Context: an optimization exercise on an open-source flow, tuned for small area, a short achievable clock period and few clock cycles per item. The choices shown serve that exercise and are no tape-out recipe. Only the layout flow was run in this run; the RTL was not checked for function there. No activity file was given, so power comes from the tool's default toggle rates.

[design/flow/config.mk]
export PLATFORM = sky130hd
export DESIGN_NAME = pow_5_seq
export DESIGN_NICKNAME = pow_5_seq
export VERILOG_FILES = /design/flow/design.v
export SDC_FILE = /design/flow/constraint.sdc
export NUM_CORES = 4
export LEC_CHECK = 0
export CAP_MARGIN = 20
export CORE_MARGIN = 2
export CORE_UTILIZATION = 40
export SETUP_SLACK_MARGIN = 1.7
export SLEW_MARGIN = 20
[design/flow/constraint.sdc]
create_clock -name core_clock -period 5.8 [get_ports {clock}]
set_input_delay 1.1600 -clock core_clock [delete_from_list [all_inputs] [get_ports {clock}]]
set_output_delay 1.1600 -clock core_clock [all_outputs]
set_load 0.01 [all_outputs]
[design/flow/design.v]
module pow_5_seq
(
    input         clock,
    input         reset_n,
    input         run,
    input  [17:0] n,
    output        ready,
    output [17:0] n_pow_5
);
    reg rdy;
    always @(posedge clock or negedge reset_n)
        if (!reset_n) rdy <= 1'b0;
        else          rdy <= run;
    assign ready = rdy;
    wire w1;
    wire w2;
    wire w3;
    wire w4;
    wire w5;
    wire w6;
    wire w7;
    wire w8;
    wire w9;
    wire w10;
    wire w11;
    wire w12;
    wire w13;
    wire w14;
    wire w15;
    wire w16;
    wire w17;
    wire w18;
    wire w19;
    wire w20;
    wire w21;
    wire w22;
    wire w23;
    wire w24;
    wire w25;
    wire w26;
    wire w27;
    wire w28;
    wire w29;
    wire w30;
    wire w31;
    wire w32;
    wire w33;
    wire w34;
    wire w35;
    wire w36;
    wire w37;
    wire w38;
    wire w39;
    wire w40;
    wire w41;
    wire w42;
    wire w43;
    wire w44;
    wire w45;
    wire w46;
    wire w47;
    wire w48;
    wire w49;
    wire w50;
    wire w51;
    wire w52;
    wire w53;
    wire w54;
    wire w55;
    wire w56;
    wire w57;
    wire w58;
    wire w59;
    wire w60;
    wire w61;
    wire w62;
    wire w63;
    wire w64;
    wire w65;
    wire w66;
    wire w67;
    wire w68;
    wire w69;
    wire w70;
    wire w71;
    wire w72;
    wire w73;
    wire w74;
    wire w75;
    wire w76;
    wire w77;
    wire w78;
    wire w79;
    wire w80;
    wire w81;
    wire w82;
    wire w83;
    wire w84;
    wire w85;
    wire w86;
    wire w87;
    wire w88;
    wire w89;
    wire w90;
    wire w91;
    wire w92;
    wire w93;
    wire w94;
    wire w95;
    wire w96;
    wire w97;
    wire w98;
    wire w99;
    wire w100;
    wire w101;
    wire w102;
    wire w103;
    wire w104;
    wire w105;
    wire w106;
    wire w107;
    wire w108;
    wire w109;
    wire w110;
    wire w111;
    wire w112;
    wire w113;
    wire w114;
    wire w115;
    wire w116;
    wire w117;
    wire w118;
    wire w119;
    wire w120;
    wire w121;
    wire w122;
    wire w123;
    wire w124;
    wire w125;
    wire w126;
    wire w127;
    wire w128;
    wire w129;
    wire w130;
    wire w131;
    wire w132;
    wire w133;
    wire w134;
    wire w135;
    wire w136;
    wire w137;
    wire w138;
    wire w139;
    wire w140;
    wire w141;
    wire w142;
    wire w143;
    wire w144;
    wire w145;
    wire w146;
    wire w147;
    wire w148;
    wire w149;
    wire w150;
    wire w151;
    wire w152;
    wire w153;
    wire w154;
    wire w155;
    wire w156;
    wire w157;
    wire w158;
    wire w159;
    wire w160;
    wire w161;
    wire w162;
    wire w163;
    wire w164;
    wire w165;
    wire w166;
    wire w167;
    wire w168;
    wire w169;
    wire w170;
    wire w171;
    wire w172;
    wire w173;
    wire w174;
    wire w175;
    wire w176;
    wire w177;
    wire w178;
    wire w179;
    wire w180;
    wire w181;
    wire w182;
    wire w183;
    wire w184;
    wire w185;
    wire w186;
    wire w187;
    wire w188;
    wire w189;
    wire w190;
    wire w191;
    wire w192;
    wire w193;
    wire w194;
    wire w195;
    wire w196;
    wire w197;
    wire w198;
    wire w199;
    wire w200;
    wire w201;
    wire w202;
    wire w203;
    wire w204;
    wire w205;
    wire w206;
    wire w207;
    wire w208;
    wire w209;
    wire w210;
    wire w211;
    wire w212;
    wire w213;
    wire w214;
    wire w215;
    wire w216;
    wire w217;
    wire w218;
    wire w219;
    wire w220;
    wire w221;
    wire w222;
    wire w223;
    wire w224;
    wire w225;
    wire w226;
    wire w227;
    wire w228;
    wire w229;
    wire w230;
    wire w231;
    wire w232;
    wire w233;
    wire w234;
    wire w235;
    wire w236;
    wire w237;
    wire w238;
    wire w239;
    wire w240;
    wire w241;
    wire w242;
    wire w243;
    wire w244;
    wire w245;
    wire w246;
    wire w247;
    wire w248;
    wire w249;
    wire w250;
    wire w251;
    wire w252;
    wire w253;
    wire w254;
    wire w255;
    wire w256;
    wire w257;
    wire w258;
    wire w259;
    wire w260;
    wire w261;
    wire w262;
    wire w263;
    wire w264;
    wire w265;
    wire w266;
    wire w267;
    wire w268;
    wire w269;
    wire w270;
    wire w271;
    wire w272;
    wire w273;
    wire w274;
    wire w275;
    wire w276;
    wire w277;
    wire w278;
    wire w279;
    wire w280;
    reg r_w116;
    reg r_w111;
    reg r_w109;
    reg r_w119;
    reg r_w128;
    reg r_w130;
    reg r_w129;
    reg r_w131;
    reg r_w142;
    reg r_w144;
    reg r_w143;
    reg r_w158;
    reg r_w145;
    reg r_w160;
    reg r_w162;
    reg r_w172;
    reg r_w163;
    reg r_w173;
    reg r_w118;
    reg r_w108;
    reg r_w110;
    reg r_w184;
    reg r_w206;
    reg r_w207;
    reg r_w204;
    reg r_w205;
    reg r_w202;
    reg r_w227;
    reg r_w194;
    reg r_w240;
    reg r_w277;
    reg r_n_0;
    reg r_w1;
    reg r_w2;
    reg r_w3;
    reg r_w4;
    reg r_w5;
    reg r_w189;
    reg r_w254;
    reg r_w255;
    reg r_w256;
    reg r_w257;
    reg [16:0] lut_a5;
    always @(*)
        case ({n[5], n[4], n[3], n[2], n[1], n[0]})
            6'd0: lut_a5 = 17'b00000000000000000;
            6'd1: lut_a5 = 17'b00000000000000000;
            6'd2: lut_a5 = 17'b00000000000010000;
            6'd3: lut_a5 = 17'b00000000001111001;
            6'd4: lut_a5 = 17'b00000001000000000;
            6'd5: lut_a5 = 17'b00000011000011010;
            6'd6: lut_a5 = 17'b00000111100110000;
            6'd7: lut_a5 = 17'b00010000011010011;
            6'd8: lut_a5 = 17'b00100000000000000;
            6'd9: lut_a5 = 17'b00111001101010100;
            6'd10: lut_a5 = 17'b01100001101010000;
            6'd11: lut_a5 = 17'b10011101010001101;
            6'd12: lut_a5 = 17'b11110011000000000;
            6'd13: lut_a5 = 17'b01101010100101110;
            6'd14: lut_a5 = 17'b00001101001110000;
            6'd15: lut_a5 = 17'b11100101100100111;
            6'd16: lut_a5 = 17'b00000000000000000;
            6'd17: lut_a5 = 17'b01101010100101000;
            6'd18: lut_a5 = 17'b00110101010010000;
            6'd19: lut_a5 = 17'b01110010000100001;
            6'd20: lut_a5 = 17'b00110101000000000;
            6'd21: lut_a5 = 17'b10010100011000010;
            6'd22: lut_a5 = 17'b10101000110110000;
            6'd23: lut_a5 = 17'b10001101011111011;
            6'd24: lut_a5 = 17'b01100000000000000;
            6'd25: lut_a5 = 17'b01000000101111100;
            6'd26: lut_a5 = 17'b01010010111010000;
            6'd27: lut_a5 = 17'b10111100100110101;
            6'd28: lut_a5 = 17'b10100111000000000;
            6'd29: lut_a5 = 17'b00111110011010110;
            6'd30: lut_a5 = 17'b10110010011110000;
            6'd31: lut_a5 = 17'b00110110001001111;
            6'd32: lut_a5 = 17'b00000000000000000;
            6'd33: lut_a5 = 17'b01001010001010000;
            6'd34: lut_a5 = 17'b01010010100010000;
            6'd35: lut_a5 = 17'b01011010111001001;
            6'd36: lut_a5 = 17'b10101001000000000;
            6'd37: lut_a5 = 17'b10000110101101010;
            6'd38: lut_a5 = 17'b01000010000110000;
            6'd39: lut_a5 = 17'b00101101100100011;
            6'd40: lut_a5 = 17'b10100000000000000;
            6'd41: lut_a5 = 17'b11110100110100100;
            6'd42: lut_a5 = 17'b10001100001010000;
            6'd43: lut_a5 = 17'b11001010111011101;
            6'd44: lut_a5 = 17'b00011011000000000;
            6'd45: lut_a5 = 17'b11101011001111110;
            6'd46: lut_a5 = 17'b10101111101110000;
            6'd47: lut_a5 = 17'b11100001101110111;
            6'd48: lut_a5 = 17'b00000000000000000;
            6'd49: lut_a5 = 17'b10001110101111000;
            6'd50: lut_a5 = 17'b00010111110010000;
            6'd51: lut_a5 = 17'b00101010101110001;
            6'd52: lut_a5 = 17'b01011101000000000;
            6'd53: lut_a5 = 17'b01001010000010010;
            6'd54: lut_a5 = 17'b10010011010110000;
            6'd55: lut_a5 = 17'b11100000101001011;
            6'd56: lut_a5 = 17'b11100000000000000;
            6'd57: lut_a5 = 17'b01000101111001100;
            6'd58: lut_a5 = 17'b11001101011010000;
            6'd59: lut_a5 = 17'b00111000010000101;
            6'd60: lut_a5 = 17'b01001111000000000;
            6'd61: lut_a5 = 17'b11100001000100110;
            6'd62: lut_a5 = 17'b11000100111110000;
            6'd63: lut_a5 = 17'b11011000010011111;
        endcase
    assign w1 = lut_a5[0];
    assign w2 = lut_a5[1];
    assign w3 = lut_a5[2];
    assign w4 = lut_a5[3];
    assign w5 = lut_a5[4];
    assign w6 = lut_a5[5];
    assign w7 = lut_a5[6];
    assign w8 = lut_a5[7];
    assign w9 = lut_a5[8];
    assign w10 = lut_a5[9];
    assign w11 = lut_a5[10];
    assign w12 = lut_a5[11];
    assign w13 = lut_a5[12];
    assign w14 = lut_a5[13];
    assign w15 = lut_a5[14];
    assign w16 = lut_a5[15];
    assign w17 = lut_a5[16];
    reg [7:0] lut_p;
    always @(*)
        case ({n[5], n[4], n[3], n[2], n[1], n[0]})
            6'd0: lut_p = 8'b00000000;
            6'd1: lut_p = 8'b00000000;
            6'd2: lut_p = 8'b00000101;
            6'd3: lut_p = 8'b00011001;
            6'd4: lut_p = 8'b01010000;
            6'd5: lut_p = 8'b11000011;
            6'd6: lut_p = 8'b10010101;
            6'd7: lut_p = 8'b11101110;
            6'd8: lut_p = 8'b00000000;
            6'd9: lut_p = 8'b00000010;
            6'd10: lut_p = 8'b00110101;
            6'd11: lut_p = 8'b11011111;
            6'd12: lut_p = 8'b01010000;
            6'd13: lut_p = 8'b11011101;
            6'd14: lut_p = 8'b11100101;
            6'd15: lut_p = 8'b11001100;
            6'd16: lut_p = 8'b00000000;
            6'd17: lut_p = 8'b11110100;
            6'd18: lut_p = 8'b00100101;
            6'd19: lut_p = 8'b00010101;
            6'd20: lut_p = 8'b01010000;
            6'd21: lut_p = 8'b01100111;
            6'd22: lut_p = 8'b11110101;
            6'd23: lut_p = 8'b10011010;
            6'd24: lut_p = 8'b00000000;
            6'd25: lut_p = 8'b11010110;
            6'd26: lut_p = 8'b11010101;
            6'd27: lut_p = 8'b10111011;
            6'd28: lut_p = 8'b01010000;
            6'd29: lut_p = 8'b01100001;
            6'd30: lut_p = 8'b11000101;
            6'd31: lut_p = 8'b01011000;
            6'd32: lut_p = 8'b00000000;
            6'd33: lut_p = 8'b10101000;
            6'd34: lut_p = 8'b01000101;
            6'd35: lut_p = 8'b11010001;
            6'd36: lut_p = 8'b01010000;
            6'd37: lut_p = 8'b11001011;
            6'd38: lut_p = 8'b01010101;
            6'd39: lut_p = 8'b00000110;
            6'd40: lut_p = 8'b00000000;
            6'd41: lut_p = 8'b01101010;
            6'd42: lut_p = 8'b01110101;
            6'd43: lut_p = 8'b01010111;
            6'd44: lut_p = 8'b01010000;
            6'd45: lut_p = 8'b10100101;
            6'd46: lut_p = 8'b10100101;
            6'd47: lut_p = 8'b10100100;
            6'd48: lut_p = 8'b00000000;
            6'd49: lut_p = 8'b00011100;
            6'd50: lut_p = 8'b01100101;
            6'd51: lut_p = 8'b01001101;
            6'd52: lut_p = 8'b01010000;
            6'd53: lut_p = 8'b11101111;
            6'd54: lut_p = 8'b10110101;
            6'd55: lut_p = 8'b00110010;
            6'd56: lut_p = 8'b00000000;
            6'd57: lut_p = 8'b10111110;
            6'd58: lut_p = 8'b00010101;
            6'd59: lut_p = 8'b10110011;
            6'd60: lut_p = 8'b01010000;
            6'd61: lut_p = 8'b10101001;
            6'd62: lut_p = 8'b10000101;
            6'd63: lut_p = 8'b10110000;
        endcase
    assign w18 = lut_p[0];
    assign w19 = lut_p[1];
    assign w20 = lut_p[2];
    assign w21 = lut_p[3];
    assign w22 = lut_p[4];
    assign w23 = lut_p[5];
    assign w24 = lut_p[6];
    assign w25 = lut_p[7];
    reg [2:0] lut_q;
    always @(*)
        case ({n[5], n[4], n[3], n[2], n[1], n[0]})
            6'd0: lut_q = 3'b000;
            6'd1: lut_q = 3'b001;
            6'd2: lut_q = 3'b010;
            6'd3: lut_q = 3'b001;
            6'd4: lut_q = 3'b000;
            6'd5: lut_q = 3'b100;
            6'd6: lut_q = 3'b110;
            6'd7: lut_q = 3'b100;
            6'd8: lut_q = 3'b000;
            6'd9: lut_q = 3'b111;
            6'd10: lut_q = 3'b010;
            6'd11: lut_q = 3'b111;
            6'd12: lut_q = 3'b000;
            6'd13: lut_q = 3'b010;
            6'd14: lut_q = 3'b110;
            6'd15: lut_q = 3'b010;
            6'd16: lut_q = 3'b000;
            6'd17: lut_q = 3'b101;
            6'd18: lut_q = 3'b010;
            6'd19: lut_q = 3'b101;
            6'd20: lut_q = 3'b000;
            6'd21: lut_q = 3'b000;
            6'd22: lut_q = 3'b110;
            6'd23: lut_q = 3'b000;
            6'd24: lut_q = 3'b000;
            6'd25: lut_q = 3'b011;
            6'd26: lut_q = 3'b010;
            6'd27: lut_q = 3'b011;
            6'd28: lut_q = 3'b000;
            6'd29: lut_q = 3'b110;
            6'd30: lut_q = 3'b110;
            6'd31: lut_q = 3'b110;
            6'd32: lut_q = 3'b000;
            6'd33: lut_q = 3'b001;
            6'd34: lut_q = 3'b010;
            6'd35: lut_q = 3'b001;
            6'd36: lut_q = 3'b000;
            6'd37: lut_q = 3'b100;
            6'd38: lut_q = 3'b110;
            6'd39: lut_q = 3'b100;
            6'd40: lut_q = 3'b000;
            6'd41: lut_q = 3'b111;
            6'd42: lut_q = 3'b010;
            6'd43: lut_q = 3'b111;
            6'd44: lut_q = 3'b000;
            6'd45: lut_q = 3'b010;
            6'd46: lut_q = 3'b110;
            6'd47: lut_q = 3'b010;
            6'd48: lut_q = 3'b000;
            6'd49: lut_q = 3'b101;
            6'd50: lut_q = 3'b010;
            6'd51: lut_q = 3'b101;
            6'd52: lut_q = 3'b000;
            6'd53: lut_q = 3'b000;
            6'd54: lut_q = 3'b110;
            6'd55: lut_q = 3'b000;
            6'd56: lut_q = 3'b000;
            6'd57: lut_q = 3'b011;
            6'd58: lut_q = 3'b010;
            6'd59: lut_q = 3'b011;
            6'd60: lut_q = 3'b000;
            6'd61: lut_q = 3'b110;
            6'd62: lut_q = 3'b110;
            6'd63: lut_q = 3'b110;
        endcase
    assign w26 = lut_q[0];
    assign w27 = lut_q[1];
    assign w28 = lut_q[2];
    reg [2:0] lut_r;
    always @(*)
        case ({n[10], n[9], n[8], n[7], n[6]})
            5'd0: lut_r = 3'b000;
            5'd1: lut_r = 3'b000;
            5'd2: lut_r = 3'b001;
            5'd3: lut_r = 3'b010;
            5'd4: lut_r = 3'b100;
            5'd5: lut_r = 3'b110;
            5'd6: lut_r = 3'b001;
            5'd7: lut_r = 3'b100;
            5'd8: lut_r = 3'b000;
            5'd9: lut_r = 3'b100;
            5'd10: lut_r = 3'b001;
            5'd11: lut_r = 3'b110;
            5'd12: lut_r = 3'b100;
            5'd13: lut_r = 3'b010;
            5'd14: lut_r = 3'b001;
            5'd15: lut_r = 3'b000;
            5'd16: lut_r = 3'b000;
            5'd17: lut_r = 3'b000;
            5'd18: lut_r = 3'b001;
            5'd19: lut_r = 3'b010;
            5'd20: lut_r = 3'b100;
            5'd21: lut_r = 3'b110;
            5'd22: lut_r = 3'b001;
            5'd23: lut_r = 3'b100;
            5'd24: lut_r = 3'b000;
            5'd25: lut_r = 3'b100;
            5'd26: lut_r = 3'b001;
            5'd27: lut_r = 3'b110;
            5'd28: lut_r = 3'b100;
            5'd29: lut_r = 3'b010;
            5'd30: lut_r = 3'b001;
            5'd31: lut_r = 3'b000;
        endcase
    assign w29 = lut_r[0];
    assign w30 = lut_r[1];
    assign w31 = lut_r[2];
    assign w32 = n[0] & n[6];
    assign w33 = n[0] & n[7];
    assign w34 = n[0] & n[8];
    assign w35 = n[0] & n[9];
    assign w36 = n[0] & n[10];
    assign w37 = n[0] & n[11];
    assign w38 = w18 & n[6];
    assign w39 = w18 & n[7];
    assign w40 = w18 & n[8];
    assign w41 = w18 & n[9];
    assign w42 = w18 & n[10];
    assign w43 = w18 & n[11];
    assign w44 = w19 & n[6];
    assign w45 = w19 & n[7];
    assign w46 = w19 & n[8];
    assign w47 = w19 & n[9];
    assign w48 = w19 & n[10];
    assign w49 = w19 & n[11];
    assign w50 = w20 & n[6];
    assign w51 = w20 & n[7];
    assign w52 = w20 & n[8];
    assign w53 = w20 & n[9];
    assign w54 = w20 & n[10];
    assign w55 = w20 & n[11];
    assign w56 = w21 & n[6];
    assign w57 = w21 & n[7];
    assign w58 = w21 & n[8];
    assign w59 = w21 & n[9];
    assign w60 = w21 & n[10];
    assign w61 = w22 & n[6];
    assign w62 = w22 & n[7];
    assign w63 = w22 & n[8];
    assign w64 = w22 & n[9];
    assign w65 = w23 & n[6];
    assign w66 = w23 & n[7];
    assign w67 = w23 & n[8];
    assign w68 = w24 & n[6];
    assign w69 = w24 & n[7];
    assign w70 = w25 & n[6];
    assign w71 = n[0] & n[12];
    assign w72 = n[0] & n[13];
    assign w73 = n[0] & n[14];
    assign w74 = n[0] & n[15];
    assign w75 = n[0] & n[16];
    assign w76 = n[0] & n[17];
    assign w77 = w18 & n[12];
    assign w78 = w18 & n[13];
    assign w79 = w19 & n[12];
    assign w80 = n[0] & w29;
    assign w81 = n[0] & w30;
    assign w82 = n[0] & w31;
    assign w83 = w1 & n[6];
    assign w84 = w1 & w29;
    assign w85 = w1 & w30;
    assign w86 = w26 & n[6];
    assign w87 = w26 & w29;
    assign w88 = w27 & n[6];
    assign w89 = w28 & n[6];
    assign w90 = w34 ^ w32;
    assign w91 = w34 & w32;
    assign w92 = w35 ^ w33 ^ w91;
    assign w93 = (w35 & w33) | (w35 & w91) | (w33 & w91);
    assign w94 = w36 ^ w34 ^ w93;
    assign w95 = (w36 & w34) | (w36 & w93) | (w34 & w93);
    assign w96 = w10 ^ w38;
    assign w97 = w10 & w38;
    assign w98 = w37 ^ w35 ^ w11;
    assign w99 = (w37 & w35) | (w37 & w11) | (w35 & w11);
    assign w100 = w95 ^ w39 ^ w44;
    assign w101 = (w95 & w39) | (w95 & w44) | (w39 & w44);
    assign w102 = w97 ^ w98;
    assign w103 = w97 & w98;
    assign w104 = w36 ^ w71 ^ w12;
    assign w105 = (w36 & w71) | (w36 & w12) | (w71 & w12);
    assign w106 = w40 ^ w45 ^ w50;
    assign w107 = (w40 & w45) | (w40 & w50) | (w45 & w50);
    assign w108 = w99 ^ w104 ^ w101;
    assign w109 = (w99 & w104) | (w99 & w101) | (w104 & w101);
    assign w110 = w106 ^ w103;
    assign w111 = w106 & w103;
    assign w112 = w37 ^ w72 ^ w32;
    assign w113 = (w37 & w72) | (w37 & w32) | (w72 & w32);
    assign w114 = w112 ^ w13 ^ w41;
    assign w115 = (w112 & w13) | (w112 & w41) | (w13 & w41);
    assign w116 = w46 ^ w51 ^ w56;
    assign w117 = (w46 & w51) | (w46 & w56) | (w51 & w56);
    assign w118 = w105 ^ w107 ^ w114;
    assign w119 = (w105 & w107) | (w105 & w114) | (w107 & w114);
    assign w120 = r_w116 ^ r_w111 ^ r_w109;
    assign w121 = (r_w116 & r_w111) | (r_w116 & r_w109) | (r_w111 & r_w109);
    assign w122 = w73 ^ w71 ^ w113;
    assign w123 = (w73 & w71) | (w73 & w113) | (w71 & w113);
    assign w124 = w14 ^ w122 ^ w42;
    assign w125 = (w14 & w122) | (w14 & w42) | (w122 & w42);
    assign w126 = w47 ^ w52 ^ w57;
    assign w127 = (w47 & w52) | (w47 & w57) | (w52 & w57);
    assign w128 = w61 ^ w83 ^ w115;
    assign w129 = (w61 & w83) | (w61 & w115) | (w83 & w115);
    assign w130 = w117 ^ w124 ^ w126;
    assign w131 = (w117 & w124) | (w117 & w126) | (w124 & w126);
    assign w132 = r_w119 ^ r_w128 ^ r_w130;
    assign w133 = (r_w119 & r_w128) | (r_w119 & r_w130) | (r_w128 & r_w130);
    assign w134 = w74 ^ w72 ^ w123;
    assign w135 = (w74 & w72) | (w74 & w123) | (w72 & w123);
    assign w136 = w15 ^ w43 ^ w48;
    assign w137 = (w15 & w43) | (w15 & w48) | (w43 & w48);
    assign w138 = w53 ^ w58 ^ w62;
    assign w139 = (w53 & w58) | (w53 & w62) | (w58 & w62);
    assign w140 = w65 ^ w80 ^ w86;
    assign w141 = (w65 & w80) | (w65 & w86) | (w80 & w86);
    assign w142 = w134 ^ w125 ^ w127;
    assign w143 = (w134 & w125) | (w134 & w127) | (w125 & w127);
    assign w144 = w136 ^ w138 ^ w140;
    assign w145 = (w136 & w138) | (w136 & w140) | (w138 & w140);
    assign w146 = r_w129 ^ r_w131 ^ r_w142;
    assign w147 = (r_w129 & r_w131) | (r_w129 & r_w142) | (r_w131 & r_w142);
    assign w148 = r_w144 ^ w133;
    assign w149 = r_w144 & w133;
    assign w150 = w75 ^ w73 ^ w16;
    assign w151 = (w75 & w73) | (w75 & w16) | (w73 & w16);
    assign w152 = w49 ^ w54 ^ w59;
    assign w153 = (w49 & w54) | (w49 & w59) | (w54 & w59);
    assign w154 = w63 ^ w66 ^ w68;
    assign w155 = (w63 & w66) | (w63 & w68) | (w66 & w68);
    assign w156 = w77 ^ w81 ^ w84;
    assign w157 = (w77 & w81) | (w77 & w84) | (w81 & w84);
    assign w158 = w88 ^ w135 ^ w150;
    assign w159 = (w88 & w135) | (w88 & w150) | (w135 & w150);
    assign w160 = w137 ^ w139 ^ w141;
    assign w161 = (w137 & w139) | (w137 & w141) | (w139 & w141);
    assign w162 = w152 ^ w154 ^ w156;
    assign w163 = (w152 & w154) | (w152 & w156) | (w154 & w156);
    assign w164 = r_w143 ^ r_w158 ^ r_w145;
    assign w165 = (r_w143 & r_w158) | (r_w143 & r_w145) | (r_w158 & r_w145);
    assign w166 = r_w160 ^ r_w162 ^ w147;
    assign w167 = (r_w160 & r_w162) | (r_w160 & w147) | (r_w162 & w147);
    assign w168 = w164 ^ w149;
    assign w169 = w164 & w149;
    assign w170 = w151 ^ w153;
    assign w171 = w155 ^ w157;
    assign w172 = w170 ^ w171;
    assign w173 = w159 ^ w161;
    assign w174 = r_w172 ^ r_w163;
    assign w175 = r_w173 ^ w174;
    assign w176 = w165 ^ w175;
    assign w177 = w176 ^ w167;
    assign w178 = w6 & w32;
    assign w179 = w7 & w33;
    assign w180 = w8 & w90;
    assign w181 = w9 & w92;
    assign w182 = w94 & w96;
    assign w183 = w100 & w102;
    assign w184 = w108 & w110;
    assign w185 = r_w118 & w120;
    assign w186 = w121 & w132;
    assign w187 = w146 & w148;
    assign w188 = w166 & w168;
    assign w189 = w6 ^ w32;
    assign w190 = w7 ^ w33;
    assign w191 = w8 ^ w90;
    assign w192 = w9 ^ w92;
    assign w193 = w94 ^ w96;
    assign w194 = w100 ^ w102;
    assign w195 = r_w108 ^ r_w110;
    assign w196 = r_w118 ^ w120;
    assign w197 = w121 ^ w132;
    assign w198 = w146 ^ w148;
    assign w199 = w166 ^ w168;
    assign w200 = w3 & w2;
    assign w201 = w5 & w4;
    assign w202 = w179 | (w190 & w178);
    assign w203 = w190 & w189;
    assign w204 = w181 | (w192 & w180);
    assign w205 = w192 & w191;
    assign w206 = w183 | (w194 & w182);
    assign w207 = w194 & w193;
    assign w208 = w185 | (w196 & r_w184);
    assign w209 = w196 & w195;
    assign w210 = w187 | (w198 & w186);
    assign w211 = w198 & w197;
    assign w212 = w2 & w1;
    assign w213 = w200 & w1;
    assign w214 = w189 & w201;
    assign w215 = w203 & w201;
    assign w216 = w182 | (w193 & w204);
    assign w217 = w193 & w205;
    assign w218 = r_w206 | (r_w207 & r_w204);
    assign w219 = r_w207 & r_w205;
    assign w220 = w186 | (w197 & w208);
    assign w221 = w197 & w209;
    assign w222 = w210 | (w211 & w208);
    assign w223 = w211 & w209;
    assign w224 = w4 & w213;
    assign w225 = w201 & w213;
    assign w226 = w214 & w213;
    assign w227 = w215 & w213;
    assign w228 = r_w184 | (w195 & w218);
    assign w229 = w195 & w219;
    assign w230 = w208 | (w209 & w218);
    assign w231 = w209 & w219;
    assign w232 = w220 | (w221 & w218);
    assign w233 = w221 & w219;
    assign w234 = w222 | (w223 & w218);
    assign w235 = w223 & w219;
    assign w236 = w180 | (w191 & w202);
    assign w237 = w191 & w227;
    assign w238 = w204 | (w205 & w202);
    assign w239 = w205 & w227;
    assign w240 = w216 | (w217 & w202);
    assign w241 = w217 & w227;
    assign w242 = w218 | (w219 & r_w202);
    assign w243 = w219 & r_w227;
    assign w244 = w228 | (w229 & r_w202);
    assign w245 = w229 & r_w227;
    assign w246 = w230 | (w231 & r_w202);
    assign w247 = w231 & r_w227;
    assign w248 = w232 | (w233 & r_w202);
    assign w249 = w233 & r_w227;
    assign w250 = w234 | (w235 & r_w202);
    assign w251 = w235 & r_w227;
    assign w252 = w188 | (w199 & w250);
    assign w253 = w199 & w251;
    assign w254 = w190 ^ w178;
    assign w255 = w191 ^ w202;
    assign w256 = w192 ^ w236;
    assign w257 = w193 ^ w238;
    assign w258 = r_w194 ^ r_w240;
    assign w259 = w195 ^ w242;
    assign w260 = w196 ^ w244;
    assign w261 = w197 ^ w246;
    assign w262 = w198 ^ w248;
    assign w263 = w199 ^ w250;
    assign w264 = w76 ^ w74;
    assign w265 = w264 ^ w17;
    assign w266 = w55 ^ w60;
    assign w267 = w64 ^ w67;
    assign w268 = w69 ^ w70;
    assign w269 = w78 ^ w79;
    assign w270 = w82 ^ w85;
    assign w271 = w87 ^ w89;
    assign w272 = w265 ^ w266;
    assign w273 = w267 ^ w268;
    assign w274 = w269 ^ w270;
    assign w275 = w271 ^ w272;
    assign w276 = w273 ^ w274;
    assign w277 = w275 ^ w276;
    assign w278 = r_w277 ^ w169;
    assign w279 = w177 ^ w278;
    assign w280 = w279 ^ w252;
    always @(posedge clock) begin
        r_w116 <= w116;
        r_w111 <= w111;
        r_w109 <= w109;
        r_w119 <= w119;
        r_w128 <= w128;
        r_w130 <= w130;
        r_w129 <= w129;
        r_w131 <= w131;
        r_w142 <= w142;
        r_w144 <= w144;
        r_w143 <= w143;
        r_w158 <= w158;
        r_w145 <= w145;
        r_w160 <= w160;
        r_w162 <= w162;
        r_w172 <= w172;
        r_w163 <= w163;
        r_w173 <= w173;
        r_w118 <= w118;
        r_w108 <= w108;
        r_w110 <= w110;
        r_w184 <= w184;
        r_w206 <= w206;
        r_w207 <= w207;
        r_w204 <= w204;
        r_w205 <= w205;
        r_w202 <= w202;
        r_w227 <= w227;
        r_w194 <= w194;
        r_w240 <= w240;
        r_w277 <= w277;
        r_n_0 <= n[0];
        r_w1 <= w1;
        r_w2 <= w2;
        r_w3 <= w3;
        r_w4 <= w4;
        r_w5 <= w5;
        r_w189 <= w189;
        r_w254 <= w254;
        r_w255 <= w255;
        r_w256 <= w256;
        r_w257 <= w257;
    end
    assign n_pow_5 = {w280, w263, w262, w261, w260, w259, w258, r_w257, r_w256, r_w255, r_w254, r_w189, r_w5, r_w4, r_w3, r_w2, r_w1, r_n_0};
endmodule
[design/flow/flow/run.sh]
#!/bin/bash
set -euo pipefail
W=$PWD
PLAT=${FLOW_PLATFORM:-sky130hd}
RES=$W/orfs/results/$PLAT/pow_5_seq/base
REF=$W/ref/results/$PLAT/pow_5_seq/base

# reference: the unchanged standard synthesis, in its own work folder
sed 's#WORK_HOME=\([^ ]*\)/orfs #WORK_HOME=\1/ref #' standard.sh > ref_standard.sh
bash ref_standard.sh "$REF/1_2_yosys.v" > ref_synth.log 2>&1

# our synthesis
bash standard.sh "SYNTH_ARGS=-noabc" "$RES/1_2_yosys.v" > synth_noabc.log 2>&1
if ! python3 flow/match_regs.py "$REF/1_2_yosys.v" "$RES/1_2_yosys.v" > match_regs.log 2>&1; then
  echo "flip-flops do not pair; using the standard synthesis netlist" >> match_regs.log
  cp "$REF/1_2_yosys.v" "$RES/1_2_yosys.v"
  cp "$REF/1_2_yosys.sdc" "$RES/1_2_yosys.sdc"
fi

bash standard.sh "SYNTH_ARGS=-noabc" "BUFFER_PORTS_ARGS=-buffer_cell sky130_fd_sc_hd__buf_1" \
  "CTS_ARGS=-sink_clustering_enable -repair_clock_nets -dont_use_dummy_load -root_buf sky130_fd_sc_hd__clkbuf_8 -buf_list sky130_fd_sc_hd__clkbuf_8" \
  finish > standard_flow.log 2>&1
[design/flow/flow/match_regs.py]
#!/usr/bin/env python3
"""Give each flip-flop of our netlist the instance name the standard synthesis gave the
flip-flop that drives the same net, so the registers pair by name with the standard
synthesis. Exits non-zero (and changes nothing) unless every flip-flop pairs one to one
with the same cell type."""
import re, sys

FF = re.compile(r'^(\s*)(sky130_fd_sc_hd__(?:df|edf|sdf|dl)\w*)\s+(\\\S+\s|\S+)\s*\((.*?)\);', re.S | re.M)

def flops(txt):
    out = []
    for m in FF.finditer(txt):
        q = re.search(r'\.Q\(\s*(\\\S+\s|[^)\s]+)\s*\)', m.group(4))
        out.append((m.group(2), m.group(3).strip(), q.group(1).strip() if q else None, m))
    return out

ref_txt = open(sys.argv[1]).read()
our_txt = open(sys.argv[2]).read()
ref = flops(ref_txt)
our = flops(our_txt)
by_q = {}
for typ, name, q, _ in ref:
    if q is None or q in by_q:
        sys.exit('reference flip-flop without a unique Q net: %s' % name)
    by_q[q] = (typ, name)
if len(ref) != len(our):
    sys.exit('flip-flop count differs: %d vs %d' % (len(ref), len(our)))
used = set()
edits = []
for typ, name, q, m in our:
    if q not in by_q:
        sys.exit('no reference flip-flop drives %s' % q)
    rtyp, rname = by_q[q]
    if rtyp != typ or rname in used:
        sys.exit('flip-flop on %s does not pair: %s %s vs %s %s' % (q, typ, name, rtyp, rname))
    used.add(rname)
    if rname != name:
        edits.append((m.start(3), m.end(3), rname + (' ' if rname.startswith('\\') else '')))
        print('rename %s -> %s' % (name, rname))
for s, e, new in sorted(edits, reverse=True):
    our_txt = our_txt[:s] + new + ' ' + our_txt[e:].lstrip() if False else our_txt[:s] + new + our_txt[e:]
open(sys.argv[2], 'w').write(our_txt)
print('paired %d flip-flops, renamed %d' % (len(our), len(edits)))
[design/flow/standard.sh]
#!/bin/bash
# synth_recipe.tcl (not shown) runs the flow's synth.tcl, then flattens the netlist and writes it again
# the make line also repeats each setting of config.mk as NAME=value (left out here)
make -C /OpenROAD-flow-scripts/flow DESIGN_CONFIG=/design/flow/config.mk WORK_HOME=/design/flow/orfs CLKGATE_MAP_FILE= SYNTH_SCRIPT=/design/flow/synth_recipe.tcl "${@:-finish}"
==> impl_metrics.ini <==
[status]
outcome = no timing/DRC/antenna violations

[flow_run]
drv_cap = 0

[final_layout]
final_cells = 617
fillers = 1024
layout-drive-gt1-share = 0.0707
final_nets = 555
area_growth_pct = 3.22
diodes = 0

[timing]
maxSlewHeadroom = 0.382
setup_viol = 0
report.final.slew_viol_count = 0
post-route-min-period_ns = 4.07
tightest_slew_ns = 0.927
period_share = 0.701
tns_ns = 0
rsz0062_at_grt = yes
finalHoldViolCount = 0
clock.fmax_ghz = 0.246

[floorplan]
die-height_um = 106
initial_core_util = 0.410
die-area_mm2 = 0.0113
fp.dieW_um = 106
fp-row-count = 37
core_area_mm2 = 0.0102
num_io_pins = 40

[synthesis]
ys_warn_count = 1
synth_compound_area_frac = 0.213
ys_top_cells_by_area = dfxtp_1 20%, fa_1 18%, a21oi_1 4.4%, ha_1 4.2%, buf_4 4.1%
synthSimpleGateAreaFrac = 0.184
synthTopCellsByCount = 46 x nor2_1, 41 x dfxtp_1, 37 x a21oi_1, 37 x fa_1, 33 x nand2_1
synth-xor-area-share = 0.0833
syn-num-nets = 556
synth_top_family_by_area = adder cells
yosysMostFrequentCell = nor2_1
synth.avg_cell_area_um2 = 8.66
async_flop_share = 0.0238
syn_area_mm2 = 0.00419
synth_top_flop_cell = dfxtp_1
synth_mux_area_frac = 0.00717
synthCells = 484
synth_edf_count = 0
synth_area_leader_cell = dfxtp_1
synthAdderAreaFrac = 0.221
synth-seq-area-share = 0.202
synth_top_area_share = 0.196
synth_cell_types = 73
synth_seq_cells = 42

[clocking]
numCtsBuffers = 5
clock-sinks = 42
holdBufCountCts = 0
htree_levels = 2
tritoncts = yes
cts_root_buf = clkbuf_8
clk_transition_reported_paths_ns = 0.08
clock_path_buffers = 2

[placed_design]
io_buffers = 39
dp_hpwl_mm = 8.01
placed_cells = 611
gp_congestion = 0.931

[hold_path]
hold_path_class = in2async

[detailed_routing]
ant_nets = 0
routedWlPerCell_um = 17.6
vias = 3554
drtPass1Iterations = 6
routed_wl_mm = 10.9
drt_iter0_drc = 487
avgViaCountPerCell = 5.76
drc = 0

[grt]
grt_pass1_wl_mm = 17.8
gr-total-overflow = 0
grt_max_degree = 56
antenna_found_initial = 0
grt_usage = 0.199
grt_pass1_vias = 3462

[pwr]
total_power_uw = 1310
ir_drop_uv = 163
p_clk_frac = 0.135
switchingPower_uw = 530
pwr-share-comb = 0.562
power.density_mw_per_mm2 = 302
p_int_uw = 778
p_leak_uw = 0.00185
power.share.switching = 0.406
pwr-share-seq = 0.303

[worst_setup_path]
end_kind = output pin
worstPathArrival_ns = 2.91
start_kind = register
worstPathMaxFanout = 3
crit_required_ns = 4.64
setup.worst_path.class = reg2out
==> cell type report <==
type | instances | area (um2) | area share
clock buffer | 5 | 68.8 | 0.0159
inverter | 13 | 48.8 | 0.0113
tap | 136 | 170 | 0.0393
multi-input combinational | 374 | 2980 | 0.689
timing repair buffer | 47 | 213 | 0.0492
sequential | 42 | 846 | 0.196
==> metrics by stage <==
step                      setup slack [ns]  instance area, um2  utilization  hold slack, ns
final                                 1.73                4330        0.423           0.624
after global routing                  1.58                4330        0.423           0.620
after CTS                             1.70                4320        0.422           0.617
after detailed placement              1.49                4240        0.414           0.927
after global placement                1.54                4240        0.414           0.925
after floorplan                       1.73                4190            -           0.864
==> layer usage <==
layer	up-vias	track usage	wire length [um]
li1	1655	-	-
met1	1702	0.282	4820
met2	180	0.316	5040
met3	17	0.0239	791
met4	0	0.0611	219
met5	-	0	0
==> what timing repair did <==
item	CTS	global route
pin swaps	3	0
buffers inserted	1	0
setup endpoints to repair	1	11
resized for setup	3	1
cloned	0	0
==> kinds of logic after synthesis <==
group	Yosys count
simple gates	151
compound gates	136
buf+inv	68
fa+ha+maj	52
flops	42
xor+xnor	32
mux	3
==> critical path, cell delays in order, from the launching register on <==
cell and delay, ns:
dfxtp_1 0.32, fa_1 0.47, ha_1 0.30, o21a_1 0.14
o21a_1 0.20, o21ai_1 0.13, nand2b_1 0.09, fa_2 0.34
xor2_1 0.22, xnor2_1 0.16, xnor2_1 0.13, buf_2 0.14
==> cells in the final DEF (no fill, tap or decap), drive strengths merged, types with 3 or more instances in the layout <==
| master | instances |
|---|---|
| a31oi | 6 |
| nor3b | 3 |
| a22o | 3 |
| a21o | 7 |
| a211oi | 3 |
| fa | 37 |
| o211ai | 7 |
| nand2b | 10 |
| a21oi | 37 |
| or3 | 3 |
| dfxtp | 41 |
| and2 | 19 |
| a221oi | 4 |
| nor2b | 8 |
| xor2 | 12 |
| nand2 | 34 |
| inv | 13 |
| ha | 14 |
| xnor2 | 17 |
| o21ai | 32 |
| nand3 | 4 |
| mux2i | 3 |
| clkbuf | 9 |
| o311ai | 3 |
| and3 | 11 |
| nor2 | 46 |
| o21a | 3 |
| o22ai | 5 |
| buf | 43 |
| o221ai | 3 |
| nor3 | 4 |
| o31ai | 4 |
==> path summary, 6_finish.rpt <==
kind / slack [ns] / startpoint / to
min in group core_clock: 0.98 / run / rdy
max in group asynchronous: 5.08 / reset_n / rdy
worst min-delay path: 0.62 / reset_n / rdy
worst max-delay path: 1.73 / r_w116 / n_pow_5[17]
==> power groups by stage <==
stage	Clock, uW	Sequential [uW]	Combinational [uW]
6_report	177	396	735
5_1_grt	196	406	821
4_1_cts	184	397	745
3_5_place_dp	0	404	720
3_3_place_gp	0	402	708
2_1_floorplan	0	395	683

## port drivers added, routing unchanged
Ports are ideal in the flow. The routed layout listed here was re-timed in OpenROAD.
Step 1: set_driving_cell puts a clkbuf_16 on clock and a buf_2 on each other input, an assumption about the parent block.
Step 2 moves the port delays by t, midway between the first and last clock arrival at a register: inputs arrive t later, outputs are due t later. That takes back most of the time a late clock gives input paths.
Three values: no drivers, after step 1, after step 2; two values: the first two.
t (ns): 0.326
slack for setup (ns): 1.735 / 1.702 / 1.623
worst setup path at the end: input to register
worst register clock-pin slew, ns: 0.09 / 0.09
After both steps setup and hold are still met in this run. For this run, drivers alone change the setup slack by -0.033 ns; drivers and shift together by -0.112 ns.
